This design comes from an exercise in tuning for small area on the open sky130 flow, not from production work. Only simulation tests tie the RTL to the original design; equivalence was not proved. No driver is modelled on the clock port, so clock power and skew are understated where the tree is cut down; a real chip needs a root buffer or a tree.

Setup of main:
==> flow/design.v <==
module game_logic_top(
    input clk,
    input resetn,
    input KEY,
    output sync,
    output w_o,
    output bypass_erase,
    output [7:0] prev_x,
    output [7:0] x,
    output [6:0] y,
    output [3:0] score,
    output [3:0] chances,
    output [1:0] game_status
    );
    localparam PREP  = 3'd0,
               ROW   = 3'd3,
               ROWX  = 3'd1,
               HOLD  = 3'd2,
               JUDGE = 3'd6,
               FAIL  = 3'd5,
               SUCC  = 3'd4,
               DONE  = 3'd7;
    localparam [7:0] FR_START = 8'd71,
                     FR_END   = 8'd126,
                     FR_MASK  = 8'b10111011;    
    reg [2:0] st;
    reg [7:0] xr;
    reg       dir;
    reg       ov;
    reg [7:0] frq;                          
    wire [7:0] fr = frq ^ 8'b01010101;
    reg [7:0] px;
    reg [3:0] ch;
    reg [3:0] sc;
    wire first   = ch[3] & ch[1];           
    wire tick    = ((fr & FR_MASK) == (FR_END & FR_MASK));
    wire s_prep  = (st == PREP);
    wire s_fail  = (st == FAIL);
    wire s_succ  = (st == SUCC);
    wire moving  = (st == ROW) | (st == ROWX) | (st == HOLD);
    wire ld_odd  = sc[0] & ~sc[3] & ~(sc[2] & sc[1]);
    wire [3:0] yr = s_prep ? sc - 4'd1 : sc;
    wire [2:0] yk = (yr > 4'd6) ? 3'd6 : 3'd6 - yr[2:0];
    wire at1     = (xr == 8'd1);
    wire at143   = xr[7] & xr[3] & xr[2] & xr[1] & xr[0];
    wire [8:0] cc;
    wire [7:0] zz;
    wire [7:0] pn = ~px;
    assign cc[0] = 1'b1;
    genvar gi;
    generate
        for (gi = 0; gi < 8; gi = gi + 1) begin : gsub
            assign zz[gi]     = xr[gi] ^ pn[gi] ^ cc[gi];
            assign cc[gi + 1] = (xr[gi] & pn[gi]) | ((xr[gi] ^ pn[gi]) & cc[gi]);
        end
    endgenerate
    wire near = (cc[8] & ~|zz[7:4] & (zz[3:0] <= 4'd10)) |
                (~cc[8] & &zz[7:4] & (zz[3:0] >= 4'd6));
    always @(posedge clk) begin
        if (!resetn) begin
            st  <= PREP;
            xr  <= 8'd0;
            ov  <= 1'b0;
            frq <= FR_START ^ 8'b01010101;
            px  <= 8'd0;
            ch  <= 4'd10;
            sc  <= 4'd0;
        end else begin
            ov <= near;
            frq <= ((s_prep | tick) ? FR_START : {fr[6:0], fr[7] ^ fr[2]}) ^ 8'b01010101;
            case (st)
                PREP:  st <= ROW;
                ROW:   st <= (ch == 4'd0) ? DONE : (KEY ? ROW : HOLD);
                ROWX:  st <= KEY ? ROW : HOLD;
                HOLD:  st <= KEY ? (first ? SUCC : JUDGE) : HOLD;
                JUDGE: st <= ov ? SUCC : FAIL;
                FAIL:  st <= (ch == 4'd1) ? ROWX : ROW;
                SUCC:  st <= PREP;
                default: st <= DONE;
            endcase
            if ((s_prep | s_fail) & ~tick) begin
                xr  <= {ld_odd, 2'b00, ld_odd, 4'b0000};
                dir <= ~ld_odd;
            end else if (moving & tick) begin
                xr  <= dir ? xr + 8'd1 : xr - 8'd1;
                dir <= dir ? ~at143 : at1;
            end
            if (s_succ) begin
                px <= xr;
                sc <= sc + 4'd1;
            end
            if ((s_succ | s_fail) & (ch != 4'd0))
                ch <= ch - 4'd1;
        end
    end
    assign sync         = tick;
    assign w_o          = ov;
    assign bypass_erase = s_succ;
    assign prev_x       = px;
    assign x            = xr;
    assign y            = {yk, 4'b1000};
    assign score        = sc;
    assign chances      = ch;
    assign game_status  = ((st == JUDGE) | (st == DONE)) ? 2'b10 : 2'b01;
endmodule
Settings: LEC_CHECK=0, ABC_AREA=1, CAP_MARGIN=20, CORE_AREA=2 2 60 60, DIE_AREA=0 0 62 62, SLEW_MARGIN=20; clock period 10.0 ns.
standard.sh (not shown) runs the stock make flow with config.mk's settings and CLKGATE_MAP_FILE= SYNTH_SCRIPT=/design/flow/synth_recipe.tcl, a recipe that flattens the netlist after the stock synthesis.
==> flow/flow/run.sh <==
#!/bin/bash
# Standard layout, with these changes:
#  - synthesis maps the logic with area-oriented ABC scripts (the smallest
#    result is kept), no full/half-adder extraction and no Kogge-Stone carry
#    lookahead; registers are mapped exactly as in the standard synthesis;
#  - the port buffers are the smallest buffer cell;
#  - the clock tree is one level of four clkbuf_4 buffers driven by the
#    clock port (cts_hook.tcl), in place of TritonCTS's two-level tree.
set -o pipefail
here=$(pwd)
export AREA_ABC_SCRIPTS="$(ls $here/flow/abc*.script | tr "\n" " ")"
export CLOCK_BUF_CELL=sky130_fd_sc_hd__clkbuf_4
export CLOCK_GROUPS=4
bash standard.sh \
  "PRE_CTS_TCL=$here/flow/cts_hook.tcl" \
  "SYNTH_SCRIPT=$here/flow/synth.tcl" \
  "ADDER_MAP_FILE=" \
  "SYNTH_OPERATIONS_ARGS=-noshare" \
  "BUFFER_PORTS_ARGS=-buffer_cell sky130_fd_sc_hd__buf_1" \
  finish > standard.log 2>&1
Other scripts of this flow, unchanged in this note and not shown: flow/flow/abc01.script, flow/flow/abc02.script, flow/flow/abc03.script, flow/flow/abc04.script, flow/flow/abc05.script, flow/flow/abc06.script, flow/flow/abc07.script, flow/flow/abc08.script, flow/flow/abc09.script, flow/flow/abc10.script, flow/flow/abc11.script, flow/flow/abc12.script, flow/flow/abc13.script, flow/flow/abc14.script, flow/flow/abc15.script, flow/flow/abc16.script, flow/flow/abc17.script, flow/flow/abc18.script, flow/flow/abc19.script, flow/flow/abc20.script, flow/flow/abc21.script, flow/flow/abc22.script, flow/flow/abc23.script, flow/flow/abc24.script, flow/flow/cts_hook.tcl, flow/flow/synth.tcl
## Diff of input files: the feature branch against main
-- flow/design.v --
<<< main, line 14
    );
    localparam PREP  = 3'd0,
               ROW   = 3'd3,
               ROWX  = 3'd1,
               HOLD  = 3'd2,
               JUDGE = 3'd6,
               FAIL  = 3'd5,
               SUCC  = 3'd4,
               DONE  = 3'd7;
    localparam [7:0] FR_START = 8'd71,
>>> the feature branch, line 14
    );
    localparam PREP  = 3'd0,
               ROW   = 3'd1,
               ROWX  = 3'd3,
               HOLD  = 3'd5,
               JUDGE = 3'd4,
               FAIL  = 3'd2,
               SUCC  = 3'd6,
               DONE  = 3'd7;
    localparam [7:0] FR_START = 8'd71,
Results
- main -> the feature branch: count of nets left with antenna violations after detail routing delta 0, exact match
- main was larger in final cell area than the feature branch.
- Relative to main, the total number of nets in the final design measured on the feature branch has decreased slightly.
- Share of synthesized area occupied by flip-flops and latches, main and the feature branch: larger value in the feature branch
- In the metrics for main and the feature branch, the one carrying the lower area fraction in compound gates after synthesis is main.
- Between the feature branch and main, the post-route clock period utilization does not differ in any meaningful way.
- The feature branch vs. main: minimum clock period saw an increase, met1 usage saw a decrease, final worst-path setup slack saw a decrease.
No run of this note takes its clock network from TritonCTS; it comes from the design's own scripts or RTL.

-- separate check: timing with driven ports --
The results above use ideal ports. As a check the final layouts listed here were re-extracted and re-timed, cells and wires unchanged. Step 1 assumes that a clkbuf_16 drives the clock port and a buf_2 every other input. Step 2 also shifts input and output timing later by t, the mid clock arrival at the registers, as if the neighbouring blocks saw the same clock. Three values: ideal, step 1, step 2; two values: the first two.
run | t (ns) | slack for setup (ns) | latest minus earliest clock arrival (ns) | worst register clock-pin slew, ns | cell pins on the clock port's net
main | 0.201 | 6.382 / 6.343 / 6.450 | 0.011 / 0.011 | 0.11 / 0.11 | 4
the feature branch | 0.197 | 6.378 / 6.341 / 6.343 | 0.011 / 0.011 | 0.11 / 0.11 | 4
After both steps setup and hold are still met in every run listed. For the feature branch, which loses most, drivers alone change the setup slack by -0.037 ns; drivers and shift together by -0.035 ns.
